Source: an optimization exercise on an open RTL-to-GDS flow (aim: small area and a short achievable clock period). Production flows keep margins and buffers that such runs may drop. Function was not checked in any run shown here: the RTL went through the layout flow alone.

## flow/design.v (module list and top-level ports; edited modules follow where they fit)
// module iir: 833 lines
module iir(
    input signed [31:0] x,
    input clk,
    input reset,
    output signed [31:0] y
    );
  // ...
==> flow/flow/run.sh <==
#!/bin/bash
# The standard ORFS layout with extra make settings:
#   BUFFER_PORTS_ARGS="-buffer_cell sky130_fd_sc_hd__buf_2"
# Each ORFS step keeps its full log under orfs/logs; make's own output goes to flow.log.
set -o pipefail
bash standard.sh BUFFER_PORTS_ARGS="-buffer_cell sky130_fd_sc_hd__buf_2" finish > flow.log 2>&1
==> flow/standard.sh <==
#!/bin/bash
# synth_recipe.tcl (not shown) runs the flow's synth.tcl, then flattens the netlist and writes it again
# the make line also repeats each setting of config.mk as NAME=value (left out here)
make -C /OpenROAD-flow-scripts/flow DESIGN_CONFIG=/design/flow/config.mk WORK_HOME=/design/flow/orfs CLKGATE_MAP_FILE= SYNTH_SCRIPT=/design/flow/synth_recipe.tcl "${@:-finish}"
==> flow/config.mk <==
export PLATFORM = sky130hd
export DESIGN_NAME = iir
export DESIGN_NICKNAME = iir
export VERILOG_FILES = /design/flow/design.v
export SDC_FILE = /design/flow/constraint.sdc
export NUM_CORES = 4
export LEC_CHECK = 0
export ABC_AREA = 1
export CAP_MARGIN = 20
export CORE_MARGIN = 2
export CORE_UTILIZATION = 40
export SETUP_SLACK_MARGIN = 3
export SLEW_MARGIN = 20
==> flow/constraint.sdc <==
create_clock -name core_clock -period 11.0 [get_ports {clk}]
set_input_delay 2.2000 -clock core_clock [delete_from_list [all_inputs] [get_ports {clk}]]
set_output_delay 2.2000 -clock core_clock [all_outputs]
set_load 0.01 [all_outputs]
==> impl_metrics.env, run 1 <==
export IMPL_grtUsageMet3_pct=3.67
export IMPL_grt_max_degree=65
export IMPL_synth_compound_area_share_pct=4.80
export IMPL_drc=0
export IMPL_r2r_end="s1[31]"
export IMPL_path_clk_slew_ns=0.06
export IMPL_yosysTopAreaCell="fa_1"
export IMPL_whs_path_depth=1
export IMPL_core_area_um2=18500
export IMPL_outcome="no timing/DRC/antenna violations"
export IMPL_reg2regPathDepth=29
export IMPL_rrSetupSlack_ns=5.43
export IMPL_grt_pass1_vias=5333
export IMPL_place_detailed_instances=1028
export IMPL_seq_area_share_pct=19.1
export IMPL_fin_cells=1044
export IMPL_finish_utilization_pct=45.3
export IMPL_synthesis_nets=980
export IMPL_finalSetupViolCount=0
export IMPL_finalMaxSlewViolations=0
export IMPL_cp_required_ns=8.80
export IMPL_finalInstanceArea_um2=8390
export IMPL_vias=4842
==> inputs of run 2 (changes only) <==
==> flow/design.v (replaced) <==
module iir(
    input signed [31:0] x,
    input clk,
    input reset,
    output signed [31:0] y
    );
    reg [31:0] s1;
    reg [31:0] s2;
    wire [31:0] yv;
    wire [31:0] s1n;
    wire [31:0] s2n;
    wire yas1 = s1[2] ^ x[1] ^ x[0];
    wire yac2 = (s1[2] & x[1]) | (s1[2] & x[0]) | (x[1] & x[0]);
    wire yas3 = s1[3] ^ x[2] ^ x[1];
    wire yac4 = (s1[3] & x[2]) | (s1[3] & x[1]) | (x[2] & x[1]);
    wire yas5 = s1[4] ^ x[3] ^ x[2];
    wire yac6 = (s1[4] & x[3]) | (s1[4] & x[2]) | (x[3] & x[2]);
    wire yas7 = s1[5] ^ x[4] ^ x[3];
    wire yac8 = (s1[5] & x[4]) | (s1[5] & x[3]) | (x[4] & x[3]);
    wire yas9 = s1[6] ^ x[5] ^ x[4];
    wire yac10 = (s1[6] & x[5]) | (s1[6] & x[4]) | (x[5] & x[4]);
    wire yas11 = s1[7] ^ x[6] ^ x[5];
    wire yac12 = (s1[7] & x[6]) | (s1[7] & x[5]) | (x[6] & x[5]);
    wire yas13 = s1[8] ^ x[7] ^ x[6];
    wire yac14 = (s1[8] & x[7]) | (s1[8] & x[6]) | (x[7] & x[6]);
    wire yas15 = s1[9] ^ x[8] ^ x[7];
    wire yac16 = (s1[9] & x[8]) | (s1[9] & x[7]) | (x[8] & x[7]);
    wire yas17 = s1[10] ^ x[9] ^ x[8];
    wire yac18 = (s1[10] & x[9]) | (s1[10] & x[8]) | (x[9] & x[8]);
    wire yas19 = s1[11] ^ x[10] ^ x[9];
    wire yac20 = (s1[11] & x[10]) | (s1[11] & x[9]) | (x[10] & x[9]);
    wire yas21 = s1[12] ^ x[11] ^ x[10];
    wire yac22 = (s1[12] & x[11]) | (s1[12] & x[10]) | (x[11] & x[10]);
    wire yas23 = s1[13] ^ x[12] ^ x[11];
    wire yac24 = (s1[13] & x[12]) | (s1[13] & x[11]) | (x[12] & x[11]);
    wire yas25 = s1[14] ^ x[13] ^ x[12];
    wire yac26 = (s1[14] & x[13]) | (s1[14] & x[12]) | (x[13] & x[12]);
    wire yas27 = s1[15] ^ x[14] ^ x[13];
    wire yac28 = (s1[15] & x[14]) | (s1[15] & x[13]) | (x[14] & x[13]);
    wire yas29 = s1[16] ^ x[15] ^ x[14];
    wire yac30 = (s1[16] & x[15]) | (s1[16] & x[14]) | (x[15] & x[14]);
    wire yas31 = s1[17] ^ x[16] ^ x[15];
    wire yac32 = (s1[17] & x[16]) | (s1[17] & x[15]) | (x[16] & x[15]);
    wire yas33 = s1[18] ^ x[17] ^ x[16];
    wire yac34 = (s1[18] & x[17]) | (s1[18] & x[16]) | (x[17] & x[16]);
    wire yas35 = s1[19] ^ x[18] ^ x[17];
    wire yac36 = (s1[19] & x[18]) | (s1[19] & x[17]) | (x[18] & x[17]);
    wire yas37 = s1[20] ^ x[19] ^ x[18];
    wire yac38 = (s1[20] & x[19]) | (s1[20] & x[18]) | (x[19] & x[18]);
    wire yas39 = s1[21] ^ x[20] ^ x[19];
    wire yac40 = (s1[21] & x[20]) | (s1[21] & x[19]) | (x[20] & x[19]);
    wire yas41 = s1[22] ^ x[21] ^ x[20];
    wire yac42 = (s1[22] & x[21]) | (s1[22] & x[20]) | (x[21] & x[20]);
    wire yas43 = s1[23] ^ x[22] ^ x[21];
    wire yac44 = (s1[23] & x[22]) | (s1[23] & x[21]) | (x[22] & x[21]);
    wire yas45 = s1[24] ^ x[23] ^ x[22];
    wire yac46 = (s1[24] & x[23]) | (s1[24] & x[22]) | (x[23] & x[22]);
    wire yas47 = s1[25] ^ x[24] ^ x[23];
    wire yac48 = (s1[25] & x[24]) | (s1[25] & x[23]) | (x[24] & x[23]);
    wire yas49 = s1[26] ^ x[25] ^ x[24];
    wire yac50 = (s1[26] & x[25]) | (s1[26] & x[24]) | (x[25] & x[24]);
    wire yas51 = s1[27] ^ x[26] ^ x[25];
    wire yac52 = (s1[27] & x[26]) | (s1[27] & x[25]) | (x[26] & x[25]);
    wire yas53 = s1[28] ^ x[27] ^ x[26];
    wire yac54 = (s1[28] & x[27]) | (s1[28] & x[26]) | (x[27] & x[26]);
    wire yas55 = s1[29] ^ x[28] ^ x[27];
    wire yac56 = (s1[29] & x[28]) | (s1[29] & x[27]) | (x[28] & x[27]);
    wire yas57 = s1[30] ^ x[29] ^ x[28];
    wire yac58 = (s1[30] & x[29]) | (s1[30] & x[28]) | (x[29] & x[28]);
    wire yas59 = s1[31] ^ x[30] ^ x[29];
    wire yac60 = (s1[31] & x[30]) | (s1[31] & x[29]) | (x[30] & x[29]);
    wire yvg61 = s1[0] & 1'b0;
    wire yvp62 = s1[0] ^ 1'b0;
    wire yvg63 = s1[1] & x[0];
    wire yvp64 = s1[1] ^ x[0];
    wire yvg65 = yas1 & 1'b0;
    wire yvp66 = yas1 ^ 1'b0;
    wire yvg67 = yas3 & yac2;
    wire yvp68 = yas3 ^ yac2;
    wire yvg69 = yas5 & yac4;
    wire yvp70 = yas5 ^ yac4;
    wire yvg71 = yas7 & yac6;
    wire yvp72 = yas7 ^ yac6;
    wire yvg73 = yas9 & yac8;
    wire yvp74 = yas9 ^ yac8;
    wire yvg75 = yas11 & yac10;
    wire yvp76 = yas11 ^ yac10;
    wire yvg77 = yas13 & yac12;
    wire yvp78 = yas13 ^ yac12;
    wire yvg79 = yas15 & yac14;
    wire yvp80 = yas15 ^ yac14;
    wire yvg81 = yas17 & yac16;
    wire yvp82 = yas17 ^ yac16;
    wire yvg83 = yas19 & yac18;
    wire yvp84 = yas19 ^ yac18;
    wire yvg85 = yas21 & yac20;
    wire yvp86 = yas21 ^ yac20;
    wire yvg87 = yas23 & yac22;
    wire yvp88 = yas23 ^ yac22;
    wire yvg89 = yas25 & yac24;
    wire yvp90 = yas25 ^ yac24;
    wire yvg91 = yas27 & yac26;
    wire yvp92 = yas27 ^ yac26;
    wire yvg93 = yas29 & yac28;
    wire yvp94 = yas29 ^ yac28;
    wire yvg95 = yas31 & yac30;
    wire yvp96 = yas31 ^ yac30;
    wire yvg97 = yas33 & yac32;
    wire yvp98 = yas33 ^ yac32;
    wire yvg99 = yas35 & yac34;
    wire yvp100 = yas35 ^ yac34;
    wire yvg101 = yas37 & yac36;
    wire yvp102 = yas37 ^ yac36;
    wire yvg103 = yas39 & yac38;
    wire yvp104 = yas39 ^ yac38;
    wire yvg105 = yas41 & yac40;
    wire yvp106 = yas41 ^ yac40;
    wire yvg107 = yas43 & yac42;
    wire yvp108 = yas43 ^ yac42;
    wire yvg109 = yas45 & yac44;
    wire yvp110 = yas45 ^ yac44;
    wire yvg111 = yas47 & yac46;
    wire yvp112 = yas47 ^ yac46;
    wire yvg113 = yas49 & yac48;
    wire yvp114 = yas49 ^ yac48;
    wire yvg115 = yas51 & yac50;
    wire yvp116 = yas51 ^ yac50;
    wire yvg117 = yas53 & yac52;
    wire yvp118 = yas53 ^ yac52;
    wire yvg119 = yas55 & yac54;
    wire yvp120 = yas55 ^ yac54;
    wire yvg121 = yas57 & yac56;
    wire yvp122 = yas57 ^ yac56;
    wire yvg123 = yas59 & yac58;
    wire yvp124 = yas59 ^ yac58;
    wire yvG125 = yvg63 | (yvp64 & yvg61);
    wire yvP126 = yvp64 & yvp62;
    wire yvG127 = yvg67 | (yvp68 & yvg65);
    wire yvP128 = yvp68 & yvp66;
    wire yvG129 = yvg71 | (yvp72 & yvg69);
    wire yvP130 = yvp72 & yvp70;
    wire yvG131 = yvg75 | (yvp76 & yvg73);
    wire yvP132 = yvp76 & yvp74;
    wire yvG133 = yvg79 | (yvp80 & yvg77);
    wire yvP134 = yvp80 & yvp78;
    wire yvG135 = yvg83 | (yvp84 & yvg81);
    wire yvP136 = yvp84 & yvp82;
    wire yvG137 = yvg87 | (yvp88 & yvg85);
    wire yvP138 = yvp88 & yvp86;
    wire yvG139 = yvg91 | (yvp92 & yvg89);
    wire yvP140 = yvp92 & yvp90;
    wire yvG141 = yvg95 | (yvp96 & yvg93);
    wire yvP142 = yvp96 & yvp94;
    wire yvG143 = yvg99 | (yvp100 & yvg97);
    wire yvP144 = yvp100 & yvp98;
    wire yvG145 = yvg103 | (yvp104 & yvg101);
    wire yvP146 = yvp104 & yvp102;
    wire yvG147 = yvg107 | (yvp108 & yvg105);
    wire yvP148 = yvp108 & yvp106;
    wire yvG149 = yvg111 | (yvp112 & yvg109);
    wire yvP150 = yvp112 & yvp110;
    wire yvG151 = yvg115 | (yvp116 & yvg113);
    wire yvP152 = yvp116 & yvp114;
    wire yvG153 = yvg119 | (yvp120 & yvg117);
    wire yvP154 = yvp120 & yvp118;
    wire yvG155 = yvg123 | (yvp124 & yvg121);
    wire yvP156 = yvp124 & yvp122;
    wire yvG157 = yvg65 | (yvp66 & yvG125);
    wire yvP158 = yvp66 & yvP126;
    wire yvG159 = yvG127 | (yvP128 & yvG125);
    wire yvP160 = yvP128 & yvP126;
    wire yvG161 = yvg73 | (yvp74 & yvG129);
    wire yvP162 = yvp74 & yvP130;
    wire yvG163 = yvG131 | (yvP132 & yvG129);
    wire yvP164 = yvP132 & yvP130;
    wire yvG165 = yvg81 | (yvp82 & yvG133);
    wire yvP166 = yvp82 & yvP134;
    wire yvG167 = yvG135 | (yvP136 & yvG133);
    wire yvP168 = yvP136 & yvP134;
    wire yvG169 = yvg89 | (yvp90 & yvG137);
    wire yvP170 = yvp90 & yvP138;
    wire yvG171 = yvG139 | (yvP140 & yvG137);
    wire yvP172 = yvP140 & yvP138;
    wire yvG173 = yvg97 | (yvp98 & yvG141);
    wire yvP174 = yvp98 & yvP142;
    wire yvG175 = yvG143 | (yvP144 & yvG141);
    wire yvP176 = yvP144 & yvP142;
    wire yvG177 = yvg105 | (yvp106 & yvG145);
    wire yvP178 = yvp106 & yvP146;
    wire yvG179 = yvG147 | (yvP148 & yvG145);
    wire yvP180 = yvP148 & yvP146;
    wire yvG181 = yvg113 | (yvp114 & yvG149);
    wire yvP182 = yvp114 & yvP150;
    wire yvG183 = yvG151 | (yvP152 & yvG149);
    wire yvP184 = yvP152 & yvP150;
    wire yvG185 = yvg121 | (yvp122 & yvG153);
    wire yvP186 = yvp122 & yvP154;
    wire yvG187 = yvG155 | (yvP156 & yvG153);
    wire yvP188 = yvP156 & yvP154;
    wire yvG189 = yvg69 | (yvp70 & yvG159);
    wire yvP190 = yvp70 & yvP160;
    wire yvG191 = yvG129 | (yvP130 & yvG159);
    wire yvP192 = yvP130 & yvP160;
    wire yvG193 = yvG161 | (yvP162 & yvG159);
    wire yvP194 = yvP162 & yvP160;
    wire yvG195 = yvG163 | (yvP164 & yvG159);
    wire yvP196 = yvP164 & yvP160;
    wire yvG197 = yvg85 | (yvp86 & yvG167);
    wire yvP198 = yvp86 & yvP168;
    wire yvG199 = yvG137 | (yvP138 & yvG167);
    wire yvP200 = yvP138 & yvP168;
    wire yvG201 = yvG169 | (yvP170 & yvG167);
    wire yvP202 = yvP170 & yvP168;
    wire yvG203 = yvG171 | (yvP172 & yvG167);
    wire yvP204 = yvP172 & yvP168;
    wire yvG205 = yvg101 | (yvp102 & yvG175);
    wire yvP206 = yvp102 & yvP176;
    wire yvG207 = yvG145 | (yvP146 & yvG175);
    wire yvP208 = yvP146 & yvP176;
    wire yvG209 = yvG177 | (yvP178 & yvG175);
    wire yvP210 = yvP178 & yvP176;
    wire yvG211 = yvG179 | (yvP180 & yvG175);
    wire yvP212 = yvP180 & yvP176;
    wire yvG213 = yvg117 | (yvp118 & yvG183);
    wire yvP214 = yvp118 & yvP184;
    wire yvG215 = yvG153 | (yvP154 & yvG183);
    wire yvP216 = yvP154 & yvP184;
    wire yvG217 = yvG185 | (yvP186 & yvG183);
    wire yvP218 = yvP186 & yvP184;
    wire yvG219 = yvG187 | (yvP188 & yvG183);
    wire yvP220 = yvP188 & yvP184;
    wire yvG221 = yvg77 | (yvp78 & yvG195);
    wire yvP222 = yvp78 & yvP196;
    wire yvG223 = yvG133 | (yvP134 & yvG195);
    wire yvP224 = yvP134 & yvP196;
    wire yvG225 = yvG165 | (yvP166 & yvG195);
    wire yvP226 = yvP166 & yvP196;
    wire yvG227 = yvG167 | (yvP168 & yvG195);
    wire yvP228 = yvP168 & yvP196;
    wire yvG229 = yvG197 | (yvP198 & yvG195);
    wire yvP230 = yvP198 & yvP196;
    wire yvG231 = yvG199 | (yvP200 & yvG195);
    wire yvP232 = yvP200 & yvP196;
    wire yvG233 = yvG201 | (yvP202 & yvG195);
    wire yvP234 = yvP202 & yvP196;
    wire yvG235 = yvG203 | (yvP204 & yvG195);
    wire yvP236 = yvP204 & yvP196;
    wire yvG237 = yvg109 | (yvp110 & yvG211);
    wire yvP238 = yvp110 & yvP212;
    wire yvG239 = yvG149 | (yvP150 & yvG211);
    wire yvP240 = yvP150 & yvP212;
    wire yvG241 = yvG181 | (yvP182 & yvG211);
    wire yvP242 = yvP182 & yvP212;
    wire yvG243 = yvG183 | (yvP184 & yvG211);
    wire yvP244 = yvP184 & yvP212;
    wire yvG245 = yvG213 | (yvP214 & yvG211);
    wire yvP246 = yvP214 & yvP212;
    wire yvG247 = yvG215 | (yvP216 & yvG211);
    wire yvP248 = yvP216 & yvP212;
    wire yvG249 = yvG217 | (yvP218 & yvG211);
    wire yvP250 = yvP218 & yvP212;
    wire yvG251 = yvG219 | (yvP220 & yvG211);
    wire yvP252 = yvP220 & yvP212;
    wire yvG253 = yvg93 | (yvp94 & yvG235);
    wire yvP254 = yvp94 & yvP236;
    wire yvG255 = yvG141 | (yvP142 & yvG235);
    wire yvP256 = yvP142 & yvP236;
    wire yvG257 = yvG173 | (yvP174 & yvG235);
    wire yvP258 = yvP174 & yvP236;
    wire yvG259 = yvG175 | (yvP176 & yvG235);
    wire yvP260 = yvP176 & yvP236;
    wire yvG261 = yvG205 | (yvP206 & yvG235);
    wire yvP262 = yvP206 & yvP236;
    wire yvG263 = yvG207 | (yvP208 & yvG235);
    wire yvP264 = yvP208 & yvP236;
    wire yvG265 = yvG209 | (yvP210 & yvG235);
    wire yvP266 = yvP210 & yvP236;
    wire yvG267 = yvG211 | (yvP212 & yvG235);
    wire yvP268 = yvP212 & yvP236;
    wire yvG269 = yvG237 | (yvP238 & yvG235);
    wire yvP270 = yvP238 & yvP236;
    wire yvG271 = yvG239 | (yvP240 & yvG235);
    wire yvP272 = yvP240 & yvP236;
    wire yvG273 = yvG241 | (yvP242 & yvG235);
    wire yvP274 = yvP242 & yvP236;
    wire yvG275 = yvG243 | (yvP244 & yvG235);
    wire yvP276 = yvP244 & yvP236;
    wire yvG277 = yvG245 | (yvP246 & yvG235);
    wire yvP278 = yvP246 & yvP236;
    wire yvG279 = yvG247 | (yvP248 & yvG235);
    wire yvP280 = yvP248 & yvP236;
    wire yvG281 = yvG249 | (yvP250 & yvG235);
    wire yvP282 = yvP250 & yvP236;
    wire yvG283 = yvG251 | (yvP252 & yvG235);
    wire yvP284 = yvP252 & yvP236;
    wire sas285 = s2[2] ^ x[2] ^ ~yv[0];
    wire sac286 = (s2[2] & x[2]) | (s2[2] & ~yv[0]) | (x[2] & ~yv[0]);
    wire sas287 = s2[3] ^ x[3] ^ ~yv[1];
    wire sac288 = (s2[3] & x[3]) | (s2[3] & ~yv[1]) | (x[3] & ~yv[1]);
    wire sas289 = s2[4] ^ x[4] ^ ~yv[2];
    wire sac290 = (s2[4] & x[4]) | (s2[4] & ~yv[2]) | (x[4] & ~yv[2]);
    wire sas291 = s2[5] ^ x[5] ^ ~yv[3];
    wire sac292 = (s2[5] & x[5]) | (s2[5] & ~yv[3]) | (x[5] & ~yv[3]);
    wire sas293 = s2[6] ^ x[6] ^ ~yv[4];
    wire sac294 = (s2[6] & x[6]) | (s2[6] & ~yv[4]) | (x[6] & ~yv[4]);
    wire sas295 = s2[7] ^ x[7] ^ ~yv[5];
    wire sac296 = (s2[7] & x[7]) | (s2[7] & ~yv[5]) | (x[7] & ~yv[5]);
    wire sas297 = s2[8] ^ x[8] ^ ~yv[6];
    wire sac298 = (s2[8] & x[8]) | (s2[8] & ~yv[6]) | (x[8] & ~yv[6]);
    wire sas299 = s2[9] ^ x[9] ^ ~yv[7];
    wire sac300 = (s2[9] & x[9]) | (s2[9] & ~yv[7]) | (x[9] & ~yv[7]);
    wire sas301 = s2[10] ^ x[10] ^ ~yv[8];
    wire sac302 = (s2[10] & x[10]) | (s2[10] & ~yv[8]) | (x[10] & ~yv[8]);
    wire sas303 = s2[11] ^ x[11] ^ ~yv[9];
    wire sac304 = (s2[11] & x[11]) | (s2[11] & ~yv[9]) | (x[11] & ~yv[9]);
    wire sas305 = s2[12] ^ x[12] ^ ~yv[10];
    wire sac306 = (s2[12] & x[12]) | (s2[12] & ~yv[10]) | (x[12] & ~yv[10]);
    wire sas307 = s2[13] ^ x[13] ^ ~yv[11];
    wire sac308 = (s2[13] & x[13]) | (s2[13] & ~yv[11]) | (x[13] & ~yv[11]);
    wire sas309 = s2[14] ^ x[14] ^ ~yv[12];
    wire sac310 = (s2[14] & x[14]) | (s2[14] & ~yv[12]) | (x[14] & ~yv[12]);
    wire sas311 = s2[15] ^ x[15] ^ ~yv[13];
    wire sac312 = (s2[15] & x[15]) | (s2[15] & ~yv[13]) | (x[15] & ~yv[13]);
    wire sas313 = s2[16] ^ x[16] ^ ~yv[14];
    wire sac314 = (s2[16] & x[16]) | (s2[16] & ~yv[14]) | (x[16] & ~yv[14]);
    wire sas315 = s2[17] ^ x[17] ^ ~yv[15];
    wire sac316 = (s2[17] & x[17]) | (s2[17] & ~yv[15]) | (x[17] & ~yv[15]);
    wire sas317 = s2[18] ^ x[18] ^ ~yv[16];
    wire sac318 = (s2[18] & x[18]) | (s2[18] & ~yv[16]) | (x[18] & ~yv[16]);
    wire sas319 = s2[19] ^ x[19] ^ ~yv[17];
    wire sac320 = (s2[19] & x[19]) | (s2[19] & ~yv[17]) | (x[19] & ~yv[17]);
    wire sas321 = s2[20] ^ x[20] ^ ~yv[18];
    wire sac322 = (s2[20] & x[20]) | (s2[20] & ~yv[18]) | (x[20] & ~yv[18]);
    wire sas323 = s2[21] ^ x[21] ^ ~yv[19];
    wire sac324 = (s2[21] & x[21]) | (s2[21] & ~yv[19]) | (x[21] & ~yv[19]);
    wire sas325 = s2[22] ^ x[22] ^ ~yv[20];
    wire sac326 = (s2[22] & x[22]) | (s2[22] & ~yv[20]) | (x[22] & ~yv[20]);
    wire sas327 = s2[23] ^ x[23] ^ ~yv[21];
    wire sac328 = (s2[23] & x[23]) | (s2[23] & ~yv[21]) | (x[23] & ~yv[21]);
    wire sas329 = s2[24] ^ x[24] ^ ~yv[22];
    wire sac330 = (s2[24] & x[24]) | (s2[24] & ~yv[22]) | (x[24] & ~yv[22]);
    wire sas331 = s2[25] ^ x[25] ^ ~yv[23];
    wire sac332 = (s2[25] & x[25]) | (s2[25] & ~yv[23]) | (x[25] & ~yv[23]);
    wire sas333 = s2[26] ^ x[26] ^ ~yv[24];
    wire sac334 = (s2[26] & x[26]) | (s2[26] & ~yv[24]) | (x[26] & ~yv[24]);
    wire sas335 = s2[27] ^ x[27] ^ ~yv[25];
    wire sac336 = (s2[27] & x[27]) | (s2[27] & ~yv[25]) | (x[27] & ~yv[25]);
    wire sas337 = s2[28] ^ x[28] ^ ~yv[26];
    wire sac338 = (s2[28] & x[28]) | (s2[28] & ~yv[26]) | (x[28] & ~yv[26]);
    wire sas339 = s2[29] ^ x[29] ^ ~yv[27];
    wire sac340 = (s2[29] & x[29]) | (s2[29] & ~yv[27]) | (x[29] & ~yv[27]);
    wire sas341 = s2[30] ^ x[30] ^ ~yv[28];
    wire sac342 = (s2[30] & x[30]) | (s2[30] & ~yv[28]) | (x[30] & ~yv[28]);
    wire sas343 = s2[31] ^ x[31] ^ ~yv[29];
    wire sac344 = (s2[31] & x[31]) | (s2[31] & ~yv[29]) | (x[31] & ~yv[29]);
    wire s1ng345 = s2[0] & x[0];
    wire s1np346 = s2[0] ^ x[0];
    wire s1ng347 = s2[1] & x[1];
    wire s1np348 = s2[1] ^ x[1];
    wire s1ng349 = 1'b1 & sas285;
    wire s1np350 = 1'b1 ^ sas285;
    wire s1ng351 = sas287 & sac286;
    wire s1np352 = sas287 ^ sac286;
    wire s1ng353 = sas289 & sac288;
    wire s1np354 = sas289 ^ sac288;
    wire s1ng355 = sas291 & sac290;
    wire s1np356 = sas291 ^ sac290;
    wire s1ng357 = sas293 & sac292;
    wire s1np358 = sas293 ^ sac292;
    wire s1ng359 = sas295 & sac294;
    wire s1np360 = sas295 ^ sac294;
    wire s1ng361 = sas297 & sac296;
    wire s1np362 = sas297 ^ sac296;
    wire s1ng363 = sas299 & sac298;
    wire s1np364 = sas299 ^ sac298;
    wire s1ng365 = sas301 & sac300;
    wire s1np366 = sas301 ^ sac300;
    wire s1ng367 = sas303 & sac302;
    wire s1np368 = sas303 ^ sac302;
    wire s1ng369 = sas305 & sac304;
    wire s1np370 = sas305 ^ sac304;
    wire s1ng371 = sas307 & sac306;
    wire s1np372 = sas307 ^ sac306;
    wire s1ng373 = sas309 & sac308;
    wire s1np374 = sas309 ^ sac308;
    wire s1ng375 = sas311 & sac310;
    wire s1np376 = sas311 ^ sac310;
    wire s1ng377 = sas313 & sac312;
    wire s1np378 = sas313 ^ sac312;
    wire s1ng379 = sas315 & sac314;
    wire s1np380 = sas315 ^ sac314;
    wire s1ng381 = sas317 & sac316;
    wire s1np382 = sas317 ^ sac316;
    wire s1ng383 = sas319 & sac318;
    wire s1np384 = sas319 ^ sac318;
    wire s1ng385 = sas321 & sac320;
    wire s1np386 = sas321 ^ sac320;
    wire s1ng387 = sas323 & sac322;
    wire s1np388 = sas323 ^ sac322;
    wire s1ng389 = sas325 & sac324;
    wire s1np390 = sas325 ^ sac324;
    wire s1ng391 = sas327 & sac326;
    wire s1np392 = sas327 ^ sac326;
    wire s1ng393 = sas329 & sac328;
    wire s1np394 = sas329 ^ sac328;
    wire s1ng395 = sas331 & sac330;
    wire s1np396 = sas331 ^ sac330;
    wire s1ng397 = sas333 & sac332;
    wire s1np398 = sas333 ^ sac332;
    wire s1ng399 = sas335 & sac334;
    wire s1np400 = sas335 ^ sac334;
    wire s1ng401 = sas337 & sac336;
    wire s1np402 = sas337 ^ sac336;
    wire s1ng403 = sas339 & sac338;
    wire s1np404 = sas339 ^ sac338;
    wire s1ng405 = sas341 & sac340;
    wire s1np406 = sas341 ^ sac340;
    wire s1ng407 = sas343 & sac342;
    wire s1np408 = sas343 ^ sac342;
    wire s1nG409 = s1ng347 | (s1np348 & s1ng345);
    wire s1nP410 = s1np348 & s1np346;
    wire s1nG411 = s1ng351 | (s1np352 & s1ng349);
    wire s1nP412 = s1np352 & s1np350;
    wire s1nG413 = s1ng355 | (s1np356 & s1ng353);
    wire s1nP414 = s1np356 & s1np354;
    wire s1nG415 = s1ng359 | (s1np360 & s1ng357);
    wire s1nP416 = s1np360 & s1np358;
    wire s1nG417 = s1ng363 | (s1np364 & s1ng361);
    wire s1nP418 = s1np364 & s1np362;
    wire s1nG419 = s1ng367 | (s1np368 & s1ng365);
    wire s1nP420 = s1np368 & s1np366;
    wire s1nG421 = s1ng371 | (s1np372 & s1ng369);
    wire s1nP422 = s1np372 & s1np370;
    wire s1nG423 = s1ng375 | (s1np376 & s1ng373);
    wire s1nP424 = s1np376 & s1np374;
    wire s1nG425 = s1ng379 | (s1np380 & s1ng377);
    wire s1nP426 = s1np380 & s1np378;
    wire s1nG427 = s1ng383 | (s1np384 & s1ng381);
    wire s1nP428 = s1np384 & s1np382;
    wire s1nG429 = s1ng387 | (s1np388 & s1ng385);
    wire s1nP430 = s1np388 & s1np386;
    wire s1nG431 = s1ng391 | (s1np392 & s1ng389);
    wire s1nP432 = s1np392 & s1np390;
    wire s1nG433 = s1ng395 | (s1np396 & s1ng393);
    wire s1nP434 = s1np396 & s1np394;
    wire s1nG435 = s1ng399 | (s1np400 & s1ng397);
    wire s1nP436 = s1np400 & s1np398;
    wire s1nG437 = s1ng403 | (s1np404 & s1ng401);
    wire s1nP438 = s1np404 & s1np402;
    wire s1nG439 = s1ng407 | (s1np408 & s1ng405);
    wire s1nP440 = s1np408 & s1np406;
    wire s1nG441 = s1ng349 | (s1np350 & s1nG409);
    wire s1nP442 = s1np350 & s1nP410;
    wire s1nG443 = s1nG411 | (s1nP412 & s1nG409);
    wire s1nP444 = s1nP412 & s1nP410;
    wire s1nG445 = s1ng357 | (s1np358 & s1nG413);
    wire s1nP446 = s1np358 & s1nP414;
    wire s1nG447 = s1nG415 | (s1nP416 & s1nG413);
    wire s1nP448 = s1nP416 & s1nP414;
    wire s1nG449 = s1ng365 | (s1np366 & s1nG417);
    wire s1nP450 = s1np366 & s1nP418;
    wire s1nG451 = s1nG419 | (s1nP420 & s1nG417);
    wire s1nP452 = s1nP420 & s1nP418;
    wire s1nG453 = s1ng373 | (s1np374 & s1nG421);
    wire s1nP454 = s1np374 & s1nP422;
    wire s1nG455 = s1nG423 | (s1nP424 & s1nG421);
    wire s1nP456 = s1nP424 & s1nP422;
    wire s1nG457 = s1ng381 | (s1np382 & s1nG425);
    wire s1nP458 = s1np382 & s1nP426;
    wire s1nG459 = s1nG427 | (s1nP428 & s1nG425);
    wire s1nP460 = s1nP428 & s1nP426;
    wire s1nG461 = s1ng389 | (s1np390 & s1nG429);
    wire s1nP462 = s1np390 & s1nP430;
    wire s1nG463 = s1nG431 | (s1nP432 & s1nG429);
    wire s1nP464 = s1nP432 & s1nP430;
    wire s1nG465 = s1ng397 | (s1np398 & s1nG433);
    wire s1nP466 = s1np398 & s1nP434;
    wire s1nG467 = s1nG435 | (s1nP436 & s1nG433);
    wire s1nP468 = s1nP436 & s1nP434;
    wire s1nG469 = s1ng405 | (s1np406 & s1nG437);
    wire s1nP470 = s1np406 & s1nP438;
    wire s1nG471 = s1nG439 | (s1nP440 & s1nG437);
    wire s1nP472 = s1nP440 & s1nP438;
    wire s1nG473 = s1ng353 | (s1np354 & s1nG443);
    wire s1nP474 = s1np354 & s1nP444;
    wire s1nG475 = s1nG413 | (s1nP414 & s1nG443);
    wire s1nP476 = s1nP414 & s1nP444;
    wire s1nG477 = s1nG445 | (s1nP446 & s1nG443);
    wire s1nP478 = s1nP446 & s1nP444;
    wire s1nG479 = s1nG447 | (s1nP448 & s1nG443);
    wire s1nP480 = s1nP448 & s1nP444;
    wire s1nG481 = s1ng369 | (s1np370 & s1nG451);
    wire s1nP482 = s1np370 & s1nP452;
    wire s1nG483 = s1nG421 | (s1nP422 & s1nG451);
    wire s1nP484 = s1nP422 & s1nP452;
    wire s1nG485 = s1nG453 | (s1nP454 & s1nG451);
    wire s1nP486 = s1nP454 & s1nP452;
    wire s1nG487 = s1nG455 | (s1nP456 & s1nG451);
    wire s1nP488 = s1nP456 & s1nP452;
    wire s1nG489 = s1ng385 | (s1np386 & s1nG459);
    wire s1nP490 = s1np386 & s1nP460;
    wire s1nG491 = s1nG429 | (s1nP430 & s1nG459);
    wire s1nP492 = s1nP430 & s1nP460;
    wire s1nG493 = s1nG461 | (s1nP462 & s1nG459);
    wire s1nP494 = s1nP462 & s1nP460;
    wire s1nG495 = s1nG463 | (s1nP464 & s1nG459);
    wire s1nP496 = s1nP464 & s1nP460;
    wire s1nG497 = s1ng401 | (s1np402 & s1nG467);
    wire s1nP498 = s1np402 & s1nP468;
    wire s1nG499 = s1nG437 | (s1nP438 & s1nG467);
    wire s1nP500 = s1nP438 & s1nP468;
    wire s1nG501 = s1nG469 | (s1nP470 & s1nG467);
    wire s1nP502 = s1nP470 & s1nP468;
    wire s1nG503 = s1nG471 | (s1nP472 & s1nG467);
    wire s1nP504 = s1nP472 & s1nP468;
    wire s1nG505 = s1ng361 | (s1np362 & s1nG479);
    wire s1nP506 = s1np362 & s1nP480;
    wire s1nG507 = s1nG417 | (s1nP418 & s1nG479);
    wire s1nP508 = s1nP418 & s1nP480;
    wire s1nG509 = s1nG449 | (s1nP450 & s1nG479);
    wire s1nP510 = s1nP450 & s1nP480;
    wire s1nG511 = s1nG451 | (s1nP452 & s1nG479);
    wire s1nP512 = s1nP452 & s1nP480;
    wire s1nG513 = s1nG481 | (s1nP482 & s1nG479);
    wire s1nP514 = s1nP482 & s1nP480;
    wire s1nG515 = s1nG483 | (s1nP484 & s1nG479);
    wire s1nP516 = s1nP484 & s1nP480;
    wire s1nG517 = s1nG485 | (s1nP486 & s1nG479);
    wire s1nP518 = s1nP486 & s1nP480;
    wire s1nG519 = s1nG487 | (s1nP488 & s1nG479);
    wire s1nP520 = s1nP488 & s1nP480;
    wire s1nG521 = s1ng393 | (s1np394 & s1nG495);
    wire s1nP522 = s1np394 & s1nP496;
    wire s1nG523 = s1nG433 | (s1nP434 & s1nG495);
    wire s1nP524 = s1nP434 & s1nP496;
    wire s1nG525 = s1nG465 | (s1nP466 & s1nG495);
    wire s1nP526 = s1nP466 & s1nP496;
    wire s1nG527 = s1nG467 | (s1nP468 & s1nG495);
    wire s1nP528 = s1nP468 & s1nP496;
    wire s1nG529 = s1nG497 | (s1nP498 & s1nG495);
    wire s1nP530 = s1nP498 & s1nP496;
    wire s1nG531 = s1nG499 | (s1nP500 & s1nG495);
    wire s1nP532 = s1nP500 & s1nP496;
    wire s1nG533 = s1nG501 | (s1nP502 & s1nG495);
    wire s1nP534 = s1nP502 & s1nP496;
    wire s1nG535 = s1nG503 | (s1nP504 & s1nG495);
    wire s1nP536 = s1nP504 & s1nP496;
    wire s1nG537 = s1ng377 | (s1np378 & s1nG519);
    wire s1nP538 = s1np378 & s1nP520;
    wire s1nG539 = s1nG425 | (s1nP426 & s1nG519);
    wire s1nP540 = s1nP426 & s1nP520;
    wire s1nG541 = s1nG457 | (s1nP458 & s1nG519);
    wire s1nP542 = s1nP458 & s1nP520;
    wire s1nG543 = s1nG459 | (s1nP460 & s1nG519);
    wire s1nP544 = s1nP460 & s1nP520;
    wire s1nG545 = s1nG489 | (s1nP490 & s1nG519);
    wire s1nP546 = s1nP490 & s1nP520;
    wire s1nG547 = s1nG491 | (s1nP492 & s1nG519);
    wire s1nP548 = s1nP492 & s1nP520;
    wire s1nG549 = s1nG493 | (s1nP494 & s1nG519);
    wire s1nP550 = s1nP494 & s1nP520;
    wire s1nG551 = s1nG495 | (s1nP496 & s1nG519);
    wire s1nP552 = s1nP496 & s1nP520;
    wire s1nG553 = s1nG521 | (s1nP522 & s1nG519);
    wire s1nP554 = s1nP522 & s1nP520;
    wire s1nG555 = s1nG523 | (s1nP524 & s1nG519);
    wire s1nP556 = s1nP524 & s1nP520;
    wire s1nG557 = s1nG525 | (s1nP526 & s1nG519);
    wire s1nP558 = s1nP526 & s1nP520;
    wire s1nG559 = s1nG527 | (s1nP528 & s1nG519);
    wire s1nP560 = s1nP528 & s1nP520;
    wire s1nG561 = s1nG529 | (s1nP530 & s1nG519);
    wire s1nP562 = s1nP530 & s1nP520;
    wire s1nG563 = s1nG531 | (s1nP532 & s1nG519);
    wire s1nP564 = s1nP532 & s1nP520;
    wire s1nG565 = s1nG533 | (s1nP534 & s1nG519);
    wire s1nP566 = s1nP534 & s1nP520;
    wire s1nG567 = s1nG535 | (s1nP536 & s1nG519);
    wire s1nP568 = s1nP536 & s1nP520;
    wire sbs569 = x[0] ^ ~yv[1] ^ ~yv[0];
    wire sbc570 = (x[0] & ~yv[1]) | (x[0] & ~yv[0]) | (~yv[1] & ~yv[0]);
    wire sbs571 = x[1] ^ ~yv[2] ^ ~yv[1];
    wire sbc572 = (x[1] & ~yv[2]) | (x[1] & ~yv[1]) | (~yv[2] & ~yv[1]);
    wire sbs573 = x[2] ^ ~yv[3] ^ ~yv[2];
    wire sbc574 = (x[2] & ~yv[3]) | (x[2] & ~yv[2]) | (~yv[3] & ~yv[2]);
    wire sbs575 = x[3] ^ ~yv[4] ^ ~yv[3];
    wire sbc576 = (x[3] & ~yv[4]) | (x[3] & ~yv[3]) | (~yv[4] & ~yv[3]);
    wire sbs577 = x[4] ^ ~yv[5] ^ ~yv[4];
    wire sbc578 = (x[4] & ~yv[5]) | (x[4] & ~yv[4]) | (~yv[5] & ~yv[4]);
    wire sbs579 = x[5] ^ ~yv[6] ^ ~yv[5];
    wire sbc580 = (x[5] & ~yv[6]) | (x[5] & ~yv[5]) | (~yv[6] & ~yv[5]);
    wire sbs581 = x[6] ^ ~yv[7] ^ ~yv[6];
    wire sbc582 = (x[6] & ~yv[7]) | (x[6] & ~yv[6]) | (~yv[7] & ~yv[6]);
    wire sbs583 = x[7] ^ ~yv[8] ^ ~yv[7];
    wire sbc584 = (x[7] & ~yv[8]) | (x[7] & ~yv[7]) | (~yv[8] & ~yv[7]);
    wire sbs585 = x[8] ^ ~yv[9] ^ ~yv[8];
    wire sbc586 = (x[8] & ~yv[9]) | (x[8] & ~yv[8]) | (~yv[9] & ~yv[8]);
    wire sbs587 = x[9] ^ ~yv[10] ^ ~yv[9];
    wire sbc588 = (x[9] & ~yv[10]) | (x[9] & ~yv[9]) | (~yv[10] & ~yv[9]);
    wire sbs589 = x[10] ^ ~yv[11] ^ ~yv[10];
    wire sbc590 = (x[10] & ~yv[11]) | (x[10] & ~yv[10]) | (~yv[11] & ~yv[10]);
    wire sbs591 = x[11] ^ ~yv[12] ^ ~yv[11];
    wire sbc592 = (x[11] & ~yv[12]) | (x[11] & ~yv[11]) | (~yv[12] & ~yv[11]);
    wire sbs593 = x[12] ^ ~yv[13] ^ ~yv[12];
    wire sbc594 = (x[12] & ~yv[13]) | (x[12] & ~yv[12]) | (~yv[13] & ~yv[12]);
    wire sbs595 = x[13] ^ ~yv[14] ^ ~yv[13];
    wire sbc596 = (x[13] & ~yv[14]) | (x[13] & ~yv[13]) | (~yv[14] & ~yv[13]);
    wire sbs597 = x[14] ^ ~yv[15] ^ ~yv[14];
    wire sbc598 = (x[14] & ~yv[15]) | (x[14] & ~yv[14]) | (~yv[15] & ~yv[14]);
    wire sbs599 = x[15] ^ ~yv[16] ^ ~yv[15];
    wire sbc600 = (x[15] & ~yv[16]) | (x[15] & ~yv[15]) | (~yv[16] & ~yv[15]);
    wire sbs601 = x[16] ^ ~yv[17] ^ ~yv[16];
    wire sbc602 = (x[16] & ~yv[17]) | (x[16] & ~yv[16]) | (~yv[17] & ~yv[16]);
    wire sbs603 = x[17] ^ ~yv[18] ^ ~yv[17];
    wire sbc604 = (x[17] & ~yv[18]) | (x[17] & ~yv[17]) | (~yv[18] & ~yv[17]);
    wire sbs605 = x[18] ^ ~yv[19] ^ ~yv[18];
    wire sbc606 = (x[18] & ~yv[19]) | (x[18] & ~yv[18]) | (~yv[19] & ~yv[18]);
    wire sbs607 = x[19] ^ ~yv[20] ^ ~yv[19];
    wire sbc608 = (x[19] & ~yv[20]) | (x[19] & ~yv[19]) | (~yv[20] & ~yv[19]);
    wire sbs609 = x[20] ^ ~yv[21] ^ ~yv[20];
    wire sbc610 = (x[20] & ~yv[21]) | (x[20] & ~yv[20]) | (~yv[21] & ~yv[20]);
    wire sbs611 = x[21] ^ ~yv[22] ^ ~yv[21];
    wire sbc612 = (x[21] & ~yv[22]) | (x[21] & ~yv[21]) | (~yv[22] & ~yv[21]);
    wire sbs613 = x[22] ^ ~yv[23] ^ ~yv[22];
    wire sbc614 = (x[22] & ~yv[23]) | (x[22] & ~yv[22]) | (~yv[23] & ~yv[22]);
    wire sbs615 = x[23] ^ ~yv[24] ^ ~yv[23];
    wire sbc616 = (x[23] & ~yv[24]) | (x[23] & ~yv[23]) | (~yv[24] & ~yv[23]);
    wire sbs617 = x[24] ^ ~yv[25] ^ ~yv[24];
    wire sbc618 = (x[24] & ~yv[25]) | (x[24] & ~yv[24]) | (~yv[25] & ~yv[24]);
    wire sbs619 = x[25] ^ ~yv[26] ^ ~yv[25];
    wire sbc620 = (x[25] & ~yv[26]) | (x[25] & ~yv[25]) | (~yv[26] & ~yv[25]);
    wire sbs621 = x[26] ^ ~yv[27] ^ ~yv[26];
    wire sbc622 = (x[26] & ~yv[27]) | (x[26] & ~yv[26]) | (~yv[27] & ~yv[26]);
    wire sbs623 = x[27] ^ ~yv[28] ^ ~yv[27];
    wire sbc624 = (x[27] & ~yv[28]) | (x[27] & ~yv[27]) | (~yv[28] & ~yv[27]);
    wire sbs625 = x[28] ^ ~yv[29] ^ ~yv[28];
    wire sbc626 = (x[28] & ~yv[29]) | (x[28] & ~yv[28]) | (~yv[29] & ~yv[28]);
    wire sbs627 = x[29] ^ ~yv[30] ^ ~yv[29];
    wire sbc628 = (x[29] & ~yv[30]) | (x[29] & ~yv[29]) | (~yv[30] & ~yv[29]);
    wire sbs629 = x[30] ^ ~yv[31] ^ ~yv[30];
    wire sbc630 = (x[30] & ~yv[31]) | (x[30] & ~yv[30]) | (~yv[31] & ~yv[30]);
    wire s2ng631 = ~yv[0] & 1'b1;
    wire s2np632 = ~yv[0] ^ 1'b1;
    wire s2ng633 = 1'b1 & sbs569;
    wire s2np634 = 1'b1 ^ sbs569;
    wire s2ng635 = sbs571 & sbc570;
    wire s2np636 = sbs571 ^ sbc570;
    wire s2ng637 = sbs573 & sbc572;
    wire s2np638 = sbs573 ^ sbc572;
    wire s2ng639 = sbs575 & sbc574;
    wire s2np640 = sbs575 ^ sbc574;
    wire s2ng641 = sbs577 & sbc576;
    wire s2np642 = sbs577 ^ sbc576;
    wire s2ng643 = sbs579 & sbc578;
    wire s2np644 = sbs579 ^ sbc578;
    wire s2ng645 = sbs581 & sbc580;
    wire s2np646 = sbs581 ^ sbc580;
    wire s2ng647 = sbs583 & sbc582;
    wire s2np648 = sbs583 ^ sbc582;
    wire s2ng649 = sbs585 & sbc584;
    wire s2np650 = sbs585 ^ sbc584;
    wire s2ng651 = sbs587 & sbc586;
    wire s2np652 = sbs587 ^ sbc586;
    wire s2ng653 = sbs589 & sbc588;
    wire s2np654 = sbs589 ^ sbc588;
    wire s2ng655 = sbs591 & sbc590;
    wire s2np656 = sbs591 ^ sbc590;
    wire s2ng657 = sbs593 & sbc592;
    wire s2np658 = sbs593 ^ sbc592;
    wire s2ng659 = sbs595 & sbc594;
    wire s2np660 = sbs595 ^ sbc594;
    wire s2ng661 = sbs597 & sbc596;
    wire s2np662 = sbs597 ^ sbc596;
    wire s2ng663 = sbs599 & sbc598;
    wire s2np664 = sbs599 ^ sbc598;
    wire s2ng665 = sbs601 & sbc600;
    wire s2np666 = sbs601 ^ sbc600;
    wire s2ng667 = sbs603 & sbc602;
    wire s2np668 = sbs603 ^ sbc602;
    wire s2ng669 = sbs605 & sbc604;
    wire s2np670 = sbs605 ^ sbc604;
    wire s2ng671 = sbs607 & sbc606;
    wire s2np672 = sbs607 ^ sbc606;
    wire s2ng673 = sbs609 & sbc608;
    wire s2np674 = sbs609 ^ sbc608;
    wire s2ng675 = sbs611 & sbc610;
    wire s2np676 = sbs611 ^ sbc610;
    wire s2ng677 = sbs613 & sbc612;
    wire s2np678 = sbs613 ^ sbc612;
    wire s2ng679 = sbs615 & sbc614;
    wire s2np680 = sbs615 ^ sbc614;
    wire s2ng681 = sbs617 & sbc616;
    wire s2np682 = sbs617 ^ sbc616;
    wire s2ng683 = sbs619 & sbc618;
    wire s2np684 = sbs619 ^ sbc618;
    wire s2ng685 = sbs621 & sbc620;
    wire s2np686 = sbs621 ^ sbc620;
    wire s2ng687 = sbs623 & sbc622;
    wire s2np688 = sbs623 ^ sbc622;
    wire s2ng689 = sbs625 & sbc624;
    wire s2np690 = sbs625 ^ sbc624;
    wire s2ng691 = sbs627 & sbc626;
    wire s2np692 = sbs627 ^ sbc626;
    wire s2ng693 = sbs629 & sbc628;
    wire s2np694 = sbs629 ^ sbc628;
    wire s2nG695 = s2ng633 | (s2np634 & s2ng631);
    wire s2nP696 = s2np634 & s2np632;
    wire s2nG697 = s2ng637 | (s2np638 & s2ng635);
    wire s2nP698 = s2np638 & s2np636;
    wire s2nG699 = s2ng641 | (s2np642 & s2ng639);
    wire s2nP700 = s2np642 & s2np640;
    wire s2nG701 = s2ng645 | (s2np646 & s2ng643);
    wire s2nP702 = s2np646 & s2np644;
    wire s2nG703 = s2ng649 | (s2np650 & s2ng647);
    wire s2nP704 = s2np650 & s2np648;
    wire s2nG705 = s2ng653 | (s2np654 & s2ng651);
    wire s2nP706 = s2np654 & s2np652;
    wire s2nG707 = s2ng657 | (s2np658 & s2ng655);
    wire s2nP708 = s2np658 & s2np656;
    wire s2nG709 = s2ng661 | (s2np662 & s2ng659);
    wire s2nP710 = s2np662 & s2np660;
    wire s2nG711 = s2ng665 | (s2np666 & s2ng663);
    wire s2nP712 = s2np666 & s2np664;
    wire s2nG713 = s2ng669 | (s2np670 & s2ng667);
    wire s2nP714 = s2np670 & s2np668;
    wire s2nG715 = s2ng673 | (s2np674 & s2ng671);
    wire s2nP716 = s2np674 & s2np672;
    wire s2nG717 = s2ng677 | (s2np678 & s2ng675);
    wire s2nP718 = s2np678 & s2np676;
    wire s2nG719 = s2ng681 | (s2np682 & s2ng679);
    wire s2nP720 = s2np682 & s2np680;
    wire s2nG721 = s2ng685 | (s2np686 & s2ng683);
    wire s2nP722 = s2np686 & s2np684;
    wire s2nG723 = s2ng689 | (s2np690 & s2ng687);
    wire s2nP724 = s2np690 & s2np688;
    wire s2nG725 = s2ng693 | (s2np694 & s2ng691);
    wire s2nP726 = s2np694 & s2np692;
    wire s2nG727 = s2ng635 | (s2np636 & s2nG695);
    wire s2nP728 = s2np636 & s2nP696;
    wire s2nG729 = s2nG697 | (s2nP698 & s2nG695);
    wire s2nP730 = s2nP698 & s2nP696;
    wire s2nG731 = s2ng643 | (s2np644 & s2nG699);
    wire s2nP732 = s2np644 & s2nP700;
    wire s2nG733 = s2nG701 | (s2nP702 & s2nG699);
    wire s2nP734 = s2nP702 & s2nP700;
    wire s2nG735 = s2ng651 | (s2np652 & s2nG703);
    wire s2nP736 = s2np652 & s2nP704;
    wire s2nG737 = s2nG705 | (s2nP706 & s2nG703);
    wire s2nP738 = s2nP706 & s2nP704;
    wire s2nG739 = s2ng659 | (s2np660 & s2nG707);
    wire s2nP740 = s2np660 & s2nP708;
    wire s2nG741 = s2nG709 | (s2nP710 & s2nG707);
    wire s2nP742 = s2nP710 & s2nP708;
    wire s2nG743 = s2ng667 | (s2np668 & s2nG711);
    wire s2nP744 = s2np668 & s2nP712;
    wire s2nG745 = s2nG713 | (s2nP714 & s2nG711);
    wire s2nP746 = s2nP714 & s2nP712;
    wire s2nG747 = s2ng675 | (s2np676 & s2nG715);
    wire s2nP748 = s2np676 & s2nP716;
    wire s2nG749 = s2nG717 | (s2nP718 & s2nG715);
    wire s2nP750 = s2nP718 & s2nP716;
    wire s2nG751 = s2ng683 | (s2np684 & s2nG719);
    wire s2nP752 = s2np684 & s2nP720;
    wire s2nG753 = s2nG721 | (s2nP722 & s2nG719);
    wire s2nP754 = s2nP722 & s2nP720;
    wire s2nG755 = s2ng691 | (s2np692 & s2nG723);
    wire s2nP756 = s2np692 & s2nP724;
    wire s2nG757 = s2nG725 | (s2nP726 & s2nG723);
    wire s2nP758 = s2nP726 & s2nP724;
    wire s2nG759 = s2ng639 | (s2np640 & s2nG729);
    wire s2nP760 = s2np640 & s2nP730;
    wire s2nG761 = s2nG699 | (s2nP700 & s2nG729);
    wire s2nP762 = s2nP700 & s2nP730;
    wire s2nG763 = s2nG731 | (s2nP732 & s2nG729);
    wire s2nP764 = s2nP732 & s2nP730;
    wire s2nG765 = s2nG733 | (s2nP734 & s2nG729);
    wire s2nP766 = s2nP734 & s2nP730;
    wire s2nG767 = s2ng655 | (s2np656 & s2nG737);
    wire s2nP768 = s2np656 & s2nP738;
    wire s2nG769 = s2nG707 | (s2nP708 & s2nG737);
    wire s2nP770 = s2nP708 & s2nP738;
    wire s2nG771 = s2nG739 | (s2nP740 & s2nG737);
    wire s2nP772 = s2nP740 & s2nP738;
    wire s2nG773 = s2nG741 | (s2nP742 & s2nG737);
    wire s2nP774 = s2nP742 & s2nP738;
    wire s2nG775 = s2ng671 | (s2np672 & s2nG745);
    wire s2nP776 = s2np672 & s2nP746;
    wire s2nG777 = s2nG715 | (s2nP716 & s2nG745);
    wire s2nP778 = s2nP716 & s2nP746;
    wire s2nG779 = s2nG747 | (s2nP748 & s2nG745);
    wire s2nP780 = s2nP748 & s2nP746;
    wire s2nG781 = s2nG749 | (s2nP750 & s2nG745);
    wire s2nP782 = s2nP750 & s2nP746;
    wire s2nG783 = s2ng687 | (s2np688 & s2nG753);
    wire s2nP784 = s2np688 & s2nP754;
    wire s2nG785 = s2nG723 | (s2nP724 & s2nG753);
    wire s2nP786 = s2nP724 & s2nP754;
    wire s2nG787 = s2nG755 | (s2nP756 & s2nG753);
    wire s2nP788 = s2nP756 & s2nP754;
    wire s2nG789 = s2nG757 | (s2nP758 & s2nG753);
    wire s2nP790 = s2nP758 & s2nP754;
    wire s2nG791 = s2ng647 | (s2np648 & s2nG765);
    wire s2nP792 = s2np648 & s2nP766;
    wire s2nG793 = s2nG703 | (s2nP704 & s2nG765);
    wire s2nP794 = s2nP704 & s2nP766;
    wire s2nG795 = s2nG735 | (s2nP736 & s2nG765);
    wire s2nP796 = s2nP736 & s2nP766;
    wire s2nG797 = s2nG737 | (s2nP738 & s2nG765);
    wire s2nP798 = s2nP738 & s2nP766;
    wire s2nG799 = s2nG767 | (s2nP768 & s2nG765);
    wire s2nP800 = s2nP768 & s2nP766;
    wire s2nG801 = s2nG769 | (s2nP770 & s2nG765);
    wire s2nP802 = s2nP770 & s2nP766;
    wire s2nG803 = s2nG771 | (s2nP772 & s2nG765);
    wire s2nP804 = s2nP772 & s2nP766;
    wire s2nG805 = s2nG773 | (s2nP774 & s2nG765);
    wire s2nP806 = s2nP774 & s2nP766;
    wire s2nG807 = s2ng679 | (s2np680 & s2nG781);
    wire s2nP808 = s2np680 & s2nP782;
    wire s2nG809 = s2nG719 | (s2nP720 & s2nG781);
    wire s2nP810 = s2nP720 & s2nP782;
    wire s2nG811 = s2nG751 | (s2nP752 & s2nG781);
    wire s2nP812 = s2nP752 & s2nP782;
    wire s2nG813 = s2nG753 | (s2nP754 & s2nG781);
    wire s2nP814 = s2nP754 & s2nP782;
    wire s2nG815 = s2nG783 | (s2nP784 & s2nG781);
    wire s2nP816 = s2nP784 & s2nP782;
    wire s2nG817 = s2nG785 | (s2nP786 & s2nG781);
    wire s2nP818 = s2nP786 & s2nP782;
    wire s2nG819 = s2nG787 | (s2nP788 & s2nG781);
    wire s2nP820 = s2nP788 & s2nP782;
    wire s2nG821 = s2nG789 | (s2nP790 & s2nG781);
    wire s2nP822 = s2nP790 & s2nP782;
    wire s2nG823 = s2ng663 | (s2np664 & s2nG805);
    wire s2nP824 = s2np664 & s2nP806;
    wire s2nG825 = s2nG711 | (s2nP712 & s2nG805);
    wire s2nP826 = s2nP712 & s2nP806;
    wire s2nG827 = s2nG743 | (s2nP744 & s2nG805);
    wire s2nP828 = s2nP744 & s2nP806;
    wire s2nG829 = s2nG745 | (s2nP746 & s2nG805);
    wire s2nP830 = s2nP746 & s2nP806;
    wire s2nG831 = s2nG775 | (s2nP776 & s2nG805);
    wire s2nP832 = s2nP776 & s2nP806;
    wire s2nG833 = s2nG777 | (s2nP778 & s2nG805);
    wire s2nP834 = s2nP778 & s2nP806;
    wire s2nG835 = s2nG779 | (s2nP780 & s2nG805);
    wire s2nP836 = s2nP780 & s2nP806;
    wire s2nG837 = s2nG781 | (s2nP782 & s2nG805);
    wire s2nP838 = s2nP782 & s2nP806;
    wire s2nG839 = s2nG807 | (s2nP808 & s2nG805);
    wire s2nP840 = s2nP808 & s2nP806;
    wire s2nG841 = s2nG809 | (s2nP810 & s2nG805);
    wire s2nP842 = s2nP810 & s2nP806;
    wire s2nG843 = s2nG811 | (s2nP812 & s2nG805);
    wire s2nP844 = s2nP812 & s2nP806;
    wire s2nG845 = s2nG813 | (s2nP814 & s2nG805);
    wire s2nP846 = s2nP814 & s2nP806;
    wire s2nG847 = s2nG815 | (s2nP816 & s2nG805);
    wire s2nP848 = s2nP816 & s2nP806;
    wire s2nG849 = s2nG817 | (s2nP818 & s2nG805);
    wire s2nP850 = s2nP818 & s2nP806;
    wire s2nG851 = s2nG819 | (s2nP820 & s2nG805);
    wire s2nP852 = s2nP820 & s2nP806;
    wire s2nG853 = s2nG821 | (s2nP822 & s2nG805);
    wire s2nP854 = s2nP822 & s2nP806;
    assign yv[0] = yvp62;
    assign yv[1] = yvp64 ^ yvg61;
    assign yv[2] = yvp66 ^ yvG125;
    assign yv[3] = yvp68 ^ yvG157;
    assign yv[4] = yvp70 ^ yvG159;
    assign yv[5] = yvp72 ^ yvG189;
    assign yv[6] = yvp74 ^ yvG191;
    assign yv[7] = yvp76 ^ yvG193;
    assign yv[8] = yvp78 ^ yvG195;
    assign yv[9] = yvp80 ^ yvG221;
    assign yv[10] = yvp82 ^ yvG223;
    assign yv[11] = yvp84 ^ yvG225;
    assign yv[12] = yvp86 ^ yvG227;
    assign yv[13] = yvp88 ^ yvG229;
    assign yv[14] = yvp90 ^ yvG231;
    assign yv[15] = yvp92 ^ yvG233;
    assign yv[16] = yvp94 ^ yvG235;
    assign yv[17] = yvp96 ^ yvG253;
    assign yv[18] = yvp98 ^ yvG255;
    assign yv[19] = yvp100 ^ yvG257;
    assign yv[20] = yvp102 ^ yvG259;
    assign yv[21] = yvp104 ^ yvG261;
    assign yv[22] = yvp106 ^ yvG263;
    assign yv[23] = yvp108 ^ yvG265;
    assign yv[24] = yvp110 ^ yvG267;
    assign yv[25] = yvp112 ^ yvG269;
    assign yv[26] = yvp114 ^ yvG271;
    assign yv[27] = yvp116 ^ yvG273;
    assign yv[28] = yvp118 ^ yvG275;
    assign yv[29] = yvp120 ^ yvG277;
    assign yv[30] = yvp122 ^ yvG279;
    assign yv[31] = yvp124 ^ yvG281;
    assign s1n[0] = s1np346;
    assign s1n[1] = s1np348 ^ s1ng345;
    assign s1n[2] = s1np350 ^ s1nG409;
    assign s1n[3] = s1np352 ^ s1nG441;
    assign s1n[4] = s1np354 ^ s1nG443;
    assign s1n[5] = s1np356 ^ s1nG473;
    assign s1n[6] = s1np358 ^ s1nG475;
    assign s1n[7] = s1np360 ^ s1nG477;
    assign s1n[8] = s1np362 ^ s1nG479;
    assign s1n[9] = s1np364 ^ s1nG505;
    assign s1n[10] = s1np366 ^ s1nG507;
    assign s1n[11] = s1np368 ^ s1nG509;
    assign s1n[12] = s1np370 ^ s1nG511;
    assign s1n[13] = s1np372 ^ s1nG513;
    assign s1n[14] = s1np374 ^ s1nG515;
    assign s1n[15] = s1np376 ^ s1nG517;
    assign s1n[16] = s1np378 ^ s1nG519;
    assign s1n[17] = s1np380 ^ s1nG537;
    assign s1n[18] = s1np382 ^ s1nG539;
    assign s1n[19] = s1np384 ^ s1nG541;
    assign s1n[20] = s1np386 ^ s1nG543;
    assign s1n[21] = s1np388 ^ s1nG545;
    assign s1n[22] = s1np390 ^ s1nG547;
    assign s1n[23] = s1np392 ^ s1nG549;
    assign s1n[24] = s1np394 ^ s1nG551;
    assign s1n[25] = s1np396 ^ s1nG553;
    assign s1n[26] = s1np398 ^ s1nG555;
    assign s1n[27] = s1np400 ^ s1nG557;
    assign s1n[28] = s1np402 ^ s1nG559;
    assign s1n[29] = s1np404 ^ s1nG561;
    assign s1n[30] = s1np406 ^ s1nG563;
    assign s1n[31] = s1np408 ^ s1nG565;
    assign s2n[0] = s2np632;
    assign s2n[1] = s2np634 ^ s2ng631;
    assign s2n[2] = s2np636 ^ s2nG695;
    assign s2n[3] = s2np638 ^ s2nG727;
    assign s2n[4] = s2np640 ^ s2nG729;
    assign s2n[5] = s2np642 ^ s2nG759;
    assign s2n[6] = s2np644 ^ s2nG761;
    assign s2n[7] = s2np646 ^ s2nG763;
    assign s2n[8] = s2np648 ^ s2nG765;
    assign s2n[9] = s2np650 ^ s2nG791;
    assign s2n[10] = s2np652 ^ s2nG793;
    assign s2n[11] = s2np654 ^ s2nG795;
    assign s2n[12] = s2np656 ^ s2nG797;
    assign s2n[13] = s2np658 ^ s2nG799;
    assign s2n[14] = s2np660 ^ s2nG801;
    assign s2n[15] = s2np662 ^ s2nG803;
    assign s2n[16] = s2np664 ^ s2nG805;
    assign s2n[17] = s2np666 ^ s2nG823;
    assign s2n[18] = s2np668 ^ s2nG825;
    assign s2n[19] = s2np670 ^ s2nG827;
    assign s2n[20] = s2np672 ^ s2nG829;
    assign s2n[21] = s2np674 ^ s2nG831;
    assign s2n[22] = s2np676 ^ s2nG833;
    assign s2n[23] = s2np678 ^ s2nG835;
    assign s2n[24] = s2np680 ^ s2nG837;
    assign s2n[25] = s2np682 ^ s2nG839;
    assign s2n[26] = s2np684 ^ s2nG841;
    assign s2n[27] = s2np686 ^ s2nG843;
    assign s2n[28] = s2np688 ^ s2nG845;
    assign s2n[29] = s2np690 ^ s2nG847;
    assign s2n[30] = s2np692 ^ s2nG849;
    assign s2n[31] = s2np694 ^ s2nG851;
    assign y = yv;
    always @(posedge clk or posedge reset)
        if (reset) begin
            s1 <= 32'd0;
            s2 <= 32'd0;
        end else begin
            s1 <= s1n;
            s2 <= s2n;
        end
endmodule
==> flow/run.sh (new file) <==
#!/bin/bash
# synth_recipe.tcl (not shown) runs the flow's synth.tcl, then flattens the netlist and writes it again
# the make line also repeats each setting of config.mk as NAME=value (left out here)
make -C /OpenROAD-flow-scripts/flow DESIGN_CONFIG=/design/flow/config.mk WORK_HOME=/design/flow/orfs CLKGATE_MAP_FILE= SYNTH_SCRIPT=/design/flow/synth_recipe.tcl finish
removed: flow/flow/run.sh
removed: flow/standard.sh
==> impl_metrics.env, run 2 <==
export IMPL_critPathArrivalTime_ns=5.65
export IMPL_gp_congestion=0.807
export IMPL_synth_top_family_by_area="adder cells"
export IMPL_drc=0
export IMPL_rrSetupSlack_ns=6.02
export IMPL_hold_class="flop to flop"
export IMPL_outcome="no timing/DRC/antenna violations"
export IMPL_dp_slack_ns=2.78
export IMPL_wl_um=17800
export IMPL_ctsRootBufferMaster="clkbuf_16"
export IMPL_grt_pass1_vias=6768
export IMPL_finalWorstSetupSlack_ns=3.15
export IMPL_nets=1321
export IMPL_cts_tree="done"
export IMPL_vias_per_cell=4.67
export IMPL_slew_headroom_pct=38.8
export IMPL_yosysTopAreaCell="fa_1"
export IMPL_synthesis_nets=1246
export IMPL_design_die_area_um2=22300
export IMPL_multi_input_area_um2=6040
export IMPL_vias=6488
export IMPL_synthAdderAreaFrac_pct=33.8
export IMPL_hpwl_um=15000
export IMPL_grt_pass1_wl_um=31500
export IMPL_areaGrowthSynthToFinish_pct=16.5
export IMPL_hold_viol=0
export IMPL_worstSetupEndpointType="primary output"
export IMPL_cp_common_cell="inv_1"
export IMPL_synth_common_cells="nand2_1, inv_1, ha_1, fa_1"
export IMPL_finalSetupViolCount=0
export IMPL_cts_buffers=9
export IMPL_cp_required_ns=8.80
export IMPL_synth_compound_area_share_pct=8.57
export IMPL_path_clk_slew_ns=0.06
export IMPL_synth_edff_count=0
export IMPL_core_area_um2=20900
export IMPL_num_rows=53
export IMPL_cts_sinks=64
export IMPL_cp_depth=12
export IMPL_postSynth_asyncResetShare_pct=100
export IMPL_slowest_delay_ns=0.56
export IMPL_synthTopCellsByArea="fa_1, dfrtp_1, ha_1"
export IMPL_place_area_um2=9390
export IMPL_yosys_area_share_simple_pct=20.1
export IMPL_first_pass_iters=4
export IMPL_maxCapViolations=0
export IMPL_regArea_um2=1600
export IMPL_ios=66
export IMPL_fillers=2076
export IMPL_r2r_start="s1[3]"
export IMPL_worst_pin_slew_ns=0.918
export IMPL_rsz0062_at_grt="yes"
export IMPL_post_drt_wl_per_cell_um=12.8
export IMPL_synth_area_um2=8440
export IMPL_finalInstanceArea_um2=9830
export IMPL_netlist_area_leader_share_pct=19.2
export IMPL_cts_max_path_buffers=2
export IMPL_finalMaxSlewViolations=0
export IMPL_synth_cells=1033
export IMPL_cpMaxStageDelayCell="clkdlybuf4s50_1"
export IMPL_grt_max_degree=65
export IMPL_ys_flop_type="dfrtp_1"
export IMPL_reg2regPathDepth=23
export IMPL_r2r_end="s2[16]"
==> run 2: cell types whose count changed after synthesis, moves of 18 or more <==
| cell | before | now |
|---|---|---|
| xor2_1 | 38 | 56 |
| inv_1 | 167 | 202 |
| nand2_2 | 13 | 33 |
| nand2_1 | 92 | 209 |
| fa_1 | 128 | 81 |
| nand3_1 | 20 | 64 |
| a21oi_1 | 31 | 61 |
==> run 2: per-stage QoR <==
step / cells / hold slack (ns) / utilization [%]
6_report: 1388 / 0.463 / 47.1
5_1_grt: 1388 / 0.483 / 47.1
4_1_cts: 1385 / 0.472 / 46.7
3_5_place_dp: 1369 / 0.457 / 44.9
3_3_place_gp: 1369 / 0.447 / 44.9
2_1_floorplan: 1033 / 0.443 / -
==> run 2: cell families (layout without fill, tap and decap cells) <==
group,count (synthesis),in the layout
AO/OA/AOI/OAI,117,117
XOR/XNOR,80,80
adder cells (fa/ha/maj),179,179
buffers and inverters,220,300
flip-flops,64,64
AND/OR/NAND/NOR,373,373
==> run 2: what timing repair did <==
| action | 4_1_cts | 5_1_grt |
|---|---|---|
| setup endpoints to repair | 5 | 9 |
| endpoints found under the hold margin | 0 | 0 |
| resized for setup | 8 | 18 |
| setup buffers | 0 | 3 |
| pin swaps | 0 | 1 |
| cloned | 0 | 0 |
| hold buffers | 0 | 0 |
==> run 2: worst register-to-register path, cell delays in order (launching register included) <==
cell     delay [ns]
dfrtp_1        0.32
inv_1          0.04
fa_1           0.47
inv_1          0.04
ha_1           0.31
nand3_1        0.09
nand2_1        0.10
nand2_1        0.09
nand3_2        0.14
nand2_1        0.10
nand3_1        0.10
a21o_1         0.18
xnor2_1        0.36
inv_1          0.15
fa_1           0.50
inv_1          0.04
ha_1           0.26
inv_1          0.06
nor3_1         0.42
nand3_1        0.15
nand2_2        0.33
inv_1          0.11
fa_1           0.49
inv_1          0.04
==> run 2: worst min-delay path by stage <==
stage / startpoint / end / cells after the start
finish: s2[0] / s1[0] / 1
global route: s2[0] / s1[0] / 1
CTS: s2[0] / s1[0] / 1
detailed placement: s2[0] / s1[0] / 1
global placement: s2[0] / s1[0] / 1
floorplan: s2[0] / s1[0] / 1
==> run 2: layout make-up <==
| class | count | area share, % |
|---|---|---|
| Multi-Input combinational cell | 749 | 61.4 |
| Clock inverter | 6 | 0.840 |
| Sequential cell | 64 | 16.3 |
| Inverter | 215 | 8.21 |
| Timing Repair Buffer | 69 | 7.28 |
| Clock buffer | 10 | 2.43 |
| Tap cell | 275 | 3.50 |
==> run 2: layer usage <==
| layer | up-vias | track usage [%] | part of all wire (%) | wire (um) |
|---|---|---|---|---|
| met4 | 0 | 5.19 | 1.7 | 310 |
| met3 | 23 | 2.60 | 2.8 | 507 |
| met5 | - | 0 | 0 | 0 |
| met1 | 3025 | 23.2 | 47 | 8420 |
| met2 | 83 | 30.5 | 48 | 8560 |
| li1 | 3357 | - | - | - |

[what the ideal ports hide]
How much do the figures lean on ideal ports? The routed layouts below were timed once more, with nothing changed but the port constraints.
Step 1: set_driving_cell puts a clkbuf_16 on clk and a buf_2 on each other input, an assumption about the parent block.
Step 2, shift: input delay + t, output delay - t, t = (earliest + latest rising clock arrival at the registers) / 2. This alone moves slack from input paths to output paths.
Three values: ideal, step 1, step 2; two values: the first two.
| run | t (ns) | setup slack, ns | worst setup path at the end | worst register clock-pin slew, ns | worst slew at a driven data input, ns |
|---|---|---|---|---|---|
| run 1 | 0.378 | 3.480 / 3.458 / 3.282 | input to register | 0.06 / 0.06 | 0.05 |
| run 2 | 0.383 | 3.153 / 3.130 / 3.130 | input to output | 0.06 / 0.06 | 0.03 |
After both steps every run listed still meets setup and hold. For run 1, which loses most, drivers alone change the setup slack by -0.022 ns; drivers and shift together by -0.198 ns.
